This is an optimization exercise on Yosys and OpenROAD, whose aim is small area and a short achievable clock period, not a production implementation.
At most, simulation tests tie the RTL to the original design; equivalence was not proved.
Power and IR drop assume default switching activity.

==> try-xenon <==
// PE
module PE(
    input wire CLK,
    input wire RESET,
    input wire EN,
    input wire SELECTOR,
    input wire W_EN,
    input wire signed [7:0] active_left,
    output reg signed [7:0] active_right,
    input wire signed [15:0] in_sum,
    output reg signed [15:0] out_sum,
    input wire signed [7:0] in_weight_above,
    output wire signed [7:0] out_weight_below
    );
    reg signed [7:0] weight_1;
    reg signed [7:0] weight_2;
    wire en_n, en_n_lo, en_n_hi;
    pe_inv u_enn (.a(EN), .y(en_n));
    pe_inv u_ennl (.a(EN), .y(en_n_lo));
    pe_inv u_ennh (.a(EN), .y(en_n_hi));
    wire sel_n = ~SELECTOR;
    wire ld1 = EN & W_EN & SELECTOR;
    wire ld2 = EN & W_EN & ~SELECTOR;
    wire ld1_n = ~ld1;
    wire ld2_n = ~ld2;
    wire [7:0] w_use, ar_d, w1_d, w2_d, wb;
    wire [15:0] s_in;
    genvar gi;
    generate for (gi = 0; gi < 8; gi = gi + 1) begin : byte_sel
        pe_ao22 u_wu (.a1(SELECTOR), .a2(weight_2[gi]), .b1(sel_n), .b2(weight_1[gi]), .x(w_use[gi]));
        pe_ao22 u_ar (.a1(EN), .a2(active_left[gi]), .b1(en_n), .b2(active_right[gi]), .x(ar_d[gi]));
        pe_ao22 u_w1 (.a1(ld1), .a2(in_weight_above[gi]), .b1(ld1_n), .b2(weight_1[gi]), .x(w1_d[gi]));
  ...
clock: 5.5 ns
lec_check: 0
cap_margin: 20
core_margin: 2
core_utilization: 65
gpl_timing_driven: 0
setup_slack_margin: 0.7
slew_margin: 20
synth_hierarchical: 1
standard.sh (not shown) runs the stock make flow with config.mk's settings and CLKGATE_MAP_FILE= SYNTH_SCRIPT=/design/flow/synth_recipe.tcl, a recipe that flattens the netlist after the stock synthesis.
==> flow/flow/run.sh <==
#!/bin/bash
# Standard layout with two changes: the port buffers are the smallest buffer
# cell, and clock tree synthesis inserts no dummy loads.
set -euo pipefail
export BUFFER_PORTS_ARGS="-buffer_cell sky130_fd_sc_hd__buf_1"
export CTS_ARGS="-sink_clustering_enable -repair_clock_nets -dont_use_dummy_load"
bash standard.sh finish > flow_standard.log 2>&1
==> try-willow (differences from try-xenon) <==
--- a/flow/design.v
+++ b/flow/design.v
@@ -12,26 +12,28 @@
     output wire signed [7:0] out_weight_below
     );
     reg signed [7:0] weight_1;
     reg signed [7:0] weight_2;
     wire en_n, en_n_lo, en_n_hi;
     pe_inv u_enn (.a(EN), .y(en_n));
     pe_inv u_ennl (.a(EN), .y(en_n_lo));
     pe_inv u_ennh (.a(EN), .y(en_n_hi));
-    wire sel_n = ~SELECTOR;
+    wire sel_n, sel_n_w;
+    pe_inv u_seln (.a(SELECTOR), .y(sel_n));
+    pe_inv u_selnw (.a(SELECTOR), .y(sel_n_w));
     wire ld1 = EN & W_EN & SELECTOR;
     wire ld2 = EN & W_EN & ~SELECTOR;
     wire ld1_n = ~ld1;
     wire ld2_n = ~ld2;
     wire [7:0] w_use, ar_d, w1_d, w2_d, wb;
     wire [15:0] s_in;
     genvar gi;
     generate for (gi = 0; gi < 8; gi = gi + 1) begin : byte_sel
-        pe_ao22 u_wu (.a1(SELECTOR), .a2(weight_2[gi]), .b1(sel_n), .b2(weight_1[gi]), .x(w_use[gi]));
+        pe_ao22 u_wu (.a1(SELECTOR), .a2(weight_2[gi]), .b1(sel_n_w), .b2(weight_1[gi]), .x(w_use[gi]));
         pe_ao22 u_ar (.a1(EN), .a2(active_left[gi]), .b1(en_n), .b2(active_right[gi]), .x(ar_d[gi]));
         pe_ao22 u_w1 (.a1(ld1), .a2(in_weight_above[gi]), .b1(ld1_n), .b2(weight_1[gi]), .x(w1_d[gi]));
         pe_ao22 u_w2 (.a1(ld2), .a2(in_weight_above[gi]), .b1(ld2_n), .b2(weight_2[gi]), .x(w2_d[gi]));
         pe_ao22 u_wb (.a1(SELECTOR), .a2(weight_1[gi]), .b1(sel_n), .b2(weight_2[gi]), .x(wb[gi]));
     end endgenerate
     generate for (gi = 0; gi < 16; gi = gi + 1) begin : sum_sel
         pe_ao22 u_si (.a1(EN), .a2(in_sum[gi]), .b1(gi < 8 ? en_n_lo : en_n_hi), .b2(out_sum[gi]), .x(s_in[gi]));
     end endgenerate
@@ -293,84 +295,88 @@
     wire [15:0] ry = {c210, s209, c204, c201, s200, s197, s194, s191, s188, s185, s182, s179, s176, s173, s170, s167};
     wire [15:0] sum;
     wire t212, rc213;
     pe_ha u_x214 (.a(rx[0]), .b(ry[0]), .s(t212), .co(rc213));
     assign sum[0] = t212;
     wire t215, rc216;
     pe_fa u_x217 (.a(rx[1]), .b(ry[1]), .ci(rc213), .s(t215), .co(rc216));
     assign sum[1] = t215;
-    wire t218, rc219;
-    pe_fa u_x220 (.a(rx[2]), .b(ry[2]), .ci(rc216), .s(t218), .co(rc219));
-    assign sum[2] = t218;
-    wire t221, rc222;
-    pe_fa u_x223 (.a(rx[3]), .b(ry[3]), .ci(rc219), .s(t221), .co(rc222));
-    assign sum[3] = t221;
+    wire g2, p2;
+    pe_ha u_x218 (.a(rx[2]), .b(ry[2]), .s(p2), .co(g2));
+    wire g3, p3;
+    pe_ha u_x219 (.a(rx[3]), .b(ry[3]), .s(p3), .co(g3));
     wire g4, p4;
-    pe_ha u_x224 (.a(rx[4]), .b(ry[4]), .s(p4), .co(g4));
+    pe_ha u_x220 (.a(rx[4]), .b(ry[4]), .s(p4), .co(g4));
     wire g5, p5;
-    pe_ha u_x225 (.a(rx[5]), .b(ry[5]), .s(p5), .co(g5));
+    pe_ha u_x221 (.a(rx[5]), .b(ry[5]), .s(p5), .co(g5));
     wire g6, p6;
-    pe_ha u_x226 (.a(rx[6]), .b(ry[6]), .s(p6), .co(g6));
+    pe_ha u_x222 (.a(rx[6]), .b(ry[6]), .s(p6), .co(g6));
     wire g7, p7;
-    pe_ha u_x227 (.a(rx[7]), .b(ry[7]), .s(p7), .co(g7));
+    pe_ha u_x223 (.a(rx[7]), .b(ry[7]), .s(p7), .co(g7));
     wire g8, p8;
-    pe_ha u_x228 (.a(rx[8]), .b(ry[8]), .s(p8), .co(g8));
+    pe_ha u_x224 (.a(rx[8]), .b(ry[8]), .s(p8), .co(g8));
     wire g9, p9;
-    pe_ha u_x229 (.a(rx[9]), .b(ry[9]), .s(p9), .co(g9));
+    pe_ha u_x225 (.a(rx[9]), .b(ry[9]), .s(p9), .co(g9));
     wire g10, p10;
-    pe_ha u_x230 (.a(rx[10]), .b(ry[10]), .s(p10), .co(g10));
+    pe_ha u_x226 (.a(rx[10]), .b(ry[10]), .s(p10), .co(g10));
     wire g11, p11;
-    pe_ha u_x231 (.a(rx[11]), .b(ry[11]), .s(p11), .co(g11));
+    pe_ha u_x227 (.a(rx[11]), .b(ry[11]), .s(p11), .co(g11));
     wire g12, p12;
-    pe_ha u_x232 (.a(rx[12]), .b(ry[12]), .s(p12), .co(g12));
+    pe_ha u_x228 (.a(rx[12]), .b(ry[12]), .s(p12), .co(g12));
     wire g13, p13;
-    pe_ha u_x233 (.a(rx[13]), .b(ry[13]), .s(p13), .co(g13));
+    pe_ha u_x229 (.a(rx[13]), .b(ry[13]), .s(p13), .co(g13));
     wire g14, p14;
-    pe_ha u_x234 (.a(rx[14]), .b(ry[14]), .s(p14), .co(g14));
+    pe_ha u_x230 (.a(rx[14]), .b(ry[14]), .s(p14), .co(g14));
     wire g15, p15;
-    pe_ha u_x235 (.a(rx[15]), .b(ry[15]), .s(p15), .co(g15));
-    wire G236 = g4 | (p4 & rc222);
-    wire G237 = g6 | (p6 & g5);
-    wire P238 = p6 & p5;
-    wire G239 = g8 | (p8 & g7);
-    wire P240 = p8 & p7;
-    wire G241 = g10 | (p10 & g9);
-    wire P242 = p10 & p9;
-    wire G243 = g12 | (p12 & g11);
-    wire P244 = p12 & p11;
-    wire G245 = g14 | (p14 & g13);
-    wire P246 = p14 & p13;
-    wire G247 = G237 | (P238 & G236);
+    pe_ha u_x231 (.a(rx[15]), .b(ry[15]), .s(p15), .co(g15));
+    wire G232 = g2 | (p2 & rc216);
+    wire G233 = g4 | (p4 & g3);
+    wire P234 = p4 & p3;
+    wire G235 = g6 | (p6 & g5);
+    wire P236 = p6 & p5;
+    wire G237 = g8 | (p8 & g7);
+    wire P238 = p8 & p7;
+    wire G239 = g10 | (p10 & g9);
+    wire P240 = p10 & p9;
+    wire G241 = g12 | (p12 & g11);
+    wire P242 = p12 & p11;
+    wire G243 = g14 | (p14 & g13);
+    wire P244 = p14 & p13;
+    wire G245 = G233 | (P234 & G232);
+    wire G246 = G237 | (P238 & G235);
+    wire P247 = P238 & P236;
     wire G248 = G241 | (P242 & G239);
     wire P249 = P242 & P240;
-    wire G250 = G245 | (P246 & G243);
-    wire P251 = P246 & P244;
-    wire G252 = G248 | (P249 & G247);
-    wire G253 = G250 | (P251 & G252);
-    wire G254 = G239 | (P240 & G247);
-    wire G255 = G243 | (P244 & G252);
-    wire G256 = g5 | (p5 & G236);
-    wire G257 = g7 | (p7 & G247);
-    wire G258 = g9 | (p9 & G254);
-    wire G259 = g11 | (p11 & G252);
-    wire G260 = g13 | (p13 & G255);
-    wire G261 = g15 | (p15 & G253);
-    pe_xor2 u_x262 (.a(p4), .b(rc222), .y(sum[4]));
-    pe_xor2 u_x263 (.a(p5), .b(G236), .y(sum[5]));
-    pe_xor2 u_x264 (.a(p6), .b(G256), .y(sum[6]));
-    pe_xor2 u_x265 (.a(p7), .b(G247), .y(sum[7]));
-    pe_xor2 u_x266 (.a(p8), .b(G257), .y(sum[8]));
-    pe_xor2 u_x267 (.a(p9), .b(G254), .y(sum[9]));
-    pe_xor2 u_x268 (.a(p10), .b(G258), .y(sum[10]));
-    pe_xor2 u_x269 (.a(p11), .b(G252), .y(sum[11]));
-    pe_xor2 u_x270 (.a(p12), .b(G259), .y(sum[12]));
-    pe_xor2 u_x271 (.a(p13), .b(G255), .y(sum[13]));
-    pe_xor2 u_x272 (.a(p14), .b(G260), .y(sum[14]));
-    pe_xnor2 u_x273 (.a(p15), .b(G253), .y(sum[15]));
+    wire G250 = G246 | (P247 & G245);
+    wire G251 = G248 | (P249 & G250);
+    wire G252 = G235 | (P236 & G245);
+    wire G253 = G239 | (P240 & G250);
+    wire G254 = G243 | (P244 & G251);
+    wire G255 = g3 | (p3 & G232);
+    wire G256 = g5 | (p5 & G245);
+    wire G257 = g7 | (p7 & G252);
+    wire G258 = g9 | (p9 & G250);
+    wire G259 = g11 | (p11 & G253);
+    wire G260 = g13 | (p13 & G251);
+    wire G261 = g15 | (p15 & G254);
+    pe_xor2 u_x262 (.a(p2), .b(rc216), .y(sum[2]));
+    pe_xor2 u_x263 (.a(p3), .b(G232), .y(sum[3]));
+    pe_xor2 u_x264 (.a(p4), .b(G255), .y(sum[4]));
+    pe_xor2 u_x265 (.a(p5), .b(G245), .y(sum[5]));
+    pe_xor2 u_x266 (.a(p6), .b(G256), .y(sum[6]));
+    pe_xor2 u_x267 (.a(p7), .b(G252), .y(sum[7]));
+    pe_xor2 u_x268 (.a(p8), .b(G257), .y(sum[8]));
+    pe_xor2 u_x269 (.a(p9), .b(G250), .y(sum[9]));
+    pe_xor2 u_x270 (.a(p10), .b(G258), .y(sum[10]));
+    pe_xor2 u_x271 (.a(p11), .b(G253), .y(sum[11]));
+    pe_xor2 u_x272 (.a(p12), .b(G259), .y(sum[12]));
+    pe_xor2 u_x273 (.a(p13), .b(G251), .y(sum[13]));
+    pe_xor2 u_x274 (.a(p14), .b(G260), .y(sum[14]));
+    pe_xnor2 u_x275 (.a(p15), .b(G254), .y(sum[15]));
     always @(negedge RESET or posedge CLK) begin
         if (~RESET) begin
             out_sum <= 0;
             active_right <= 0;
             weight_1 <= 0;
             weight_2 <= 0;
         end else begin
             out_sum <= sum;
@@ -391,16 +397,19 @@
     assign x = (a1 & a2) | (b1 & b2);
 endmodule
 module pe_mux2i(input wire s, input wire a1, input wire a0, output wire y);
     assign y = ~(s ? a1 : a0);
 endmodule
 module pe_inv(input wire a, output wire y);
     assign y = ~a;
 endmodule
+module pe_ao21(input wire a, input wire b, input wire c, output wire y);
+    assign y = a | (b & c);
+endmodule
 module pe_and2(input wire a, input wire b, output wire y);
     assign y = a & b;
 endmodule
 module pe_and3b(input wire an, input wire b, input wire c, output wire y);
     assign y = ~an & b & c;
 endmodule
 module pe_nand2(input wire a, input wire b, output wire y);
     assign y = ~(a & b);
==> try-fjord (differences from try-xenon) <==
--- a/flow/design.v
+++ b/flow/design.v
@@ -12,26 +12,28 @@
     output wire signed [7:0] out_weight_below
     );
     reg signed [7:0] weight_1;
     reg signed [7:0] weight_2;
     wire en_n, en_n_lo, en_n_hi;
     pe_inv u_enn (.a(EN), .y(en_n));
     pe_inv u_ennl (.a(EN), .y(en_n_lo));
     pe_inv u_ennh (.a(EN), .y(en_n_hi));
-    wire sel_n = ~SELECTOR;
+    wire sel_n, sel_n_w;
+    pe_inv u_seln (.a(SELECTOR), .y(sel_n));
+    pe_inv u_selnw (.a(SELECTOR), .y(sel_n_w));
     wire ld1 = EN & W_EN & SELECTOR;
     wire ld2 = EN & W_EN & ~SELECTOR;
     wire ld1_n = ~ld1;
     wire ld2_n = ~ld2;
     wire [7:0] w_use, ar_d, w1_d, w2_d, wb;
     wire [15:0] s_in;
     genvar gi;
     generate for (gi = 0; gi < 8; gi = gi + 1) begin : byte_sel
-        pe_ao22 u_wu (.a1(SELECTOR), .a2(weight_2[gi]), .b1(sel_n), .b2(weight_1[gi]), .x(w_use[gi]));
+        pe_ao22 u_wu (.a1(SELECTOR), .a2(weight_2[gi]), .b1(sel_n_w), .b2(weight_1[gi]), .x(w_use[gi]));
         pe_ao22 u_ar (.a1(EN), .a2(active_left[gi]), .b1(en_n), .b2(active_right[gi]), .x(ar_d[gi]));
         pe_ao22 u_w1 (.a1(ld1), .a2(in_weight_above[gi]), .b1(ld1_n), .b2(weight_1[gi]), .x(w1_d[gi]));
         pe_ao22 u_w2 (.a1(ld2), .a2(in_weight_above[gi]), .b1(ld2_n), .b2(weight_2[gi]), .x(w2_d[gi]));
         pe_ao22 u_wb (.a1(SELECTOR), .a2(weight_1[gi]), .b1(sel_n), .b2(weight_2[gi]), .x(wb[gi]));
     end endgenerate
     generate for (gi = 0; gi < 16; gi = gi + 1) begin : sum_sel
         pe_ao22 u_si (.a1(EN), .a2(in_sum[gi]), .b1(gi < 8 ? en_n_lo : en_n_hi), .b2(out_sum[gi]), .x(s_in[gi]));
     end endgenerate
==> qor summary <==
quantity                                                                   try-willow       try-fjord       try-xenon
Proportion of cell area occupied by registers                                   23.9%           25.2%           25.0%
Share of the yosys chip area belonging to registers                             28.3%           28.7%           28.8%
Max Clock Skew                                                                28.1 ps         9.33 ps         13.8 ps
Power Density                                                             522 nW/um^2     489 nW/um^2     485 nW/um^2
Worst setup slack for register-to-register paths                              1610 ps         1660 ps         1710 ps
Post-route cell area                                                        4190 um^2       3970 um^2       4010 um^2
Clock network power                                                        0.000179 W      0.000182 W      0.000180 W
Largest driver fanout on the critical path                                         20              20              18
Status                                                                 finished clean  finished clean  finished clean
Met1 wire length                                                              3.77 mm         3.50 mm         3.32 mm
DP Worst Slack                                                                -341 ps         -163 ps         -260 ps
Post-route worst setup slack                                                   832 ps          845 ps          856 ps
Overall fraction of global-route tracks in use                                  27.8%           28.2%           26.3%
Die area                                                                    6050 um^2       5960 um^2       5940 um^2
IR drop worst, VDD                                                             358 uV          459 uV          505 uV
Post-route total power                                                      0.00219 W       0.00194 W       0.00194 W
Clock network area share                                                        1.64%           1.73%           1.72%
Parity-gate share of the synthesized area counting xor and xnor cells           14.9%           14.6%           14.6%
Post-layout utilization of the core                                             81.0%           77.3%           78.0%
Number of ordinary inverters in the final layout                                   12               7               6
Normalized max-slew margin                                                      64.1%           61.4%           62.3%
Number of standard cells in the layout, taps in and fillers out                   453             443             446
No functional check of the RTL was part of try-willow.

static timing again, ports no longer ideal:
Ports are ideal in the flow. The routed layouts listed here were re-timed in OpenROAD.
Step 1: set_driving_cell puts a clkbuf_16 on CLK and a buf_2 on each other input, an assumption about the parent block.
Step 2 also shifts input and output timing later by t, the mid clock arrival at the registers, as if the neighbouring blocks saw the same clock.
Slacks: ideal / step 1 / step 2; pairs: ideal / step 1.
run | shift t [ns] | slack for setup (ns) | worst setup path after step 2
try-xenon | 0.316 | 0.856 / 0.842 / 0.526 | input to register
try-willow | 0.322 | 0.832 / 0.800 / 0.478 | input to register
try-fjord | 0.321 | 0.845 / 0.836 / 0.515 | input to register
After both steps every run listed still meets setup and hold. The setup slack of try-willow, which loses most, moves by -0.032 ns with the drivers and by -0.354 ns with both steps.
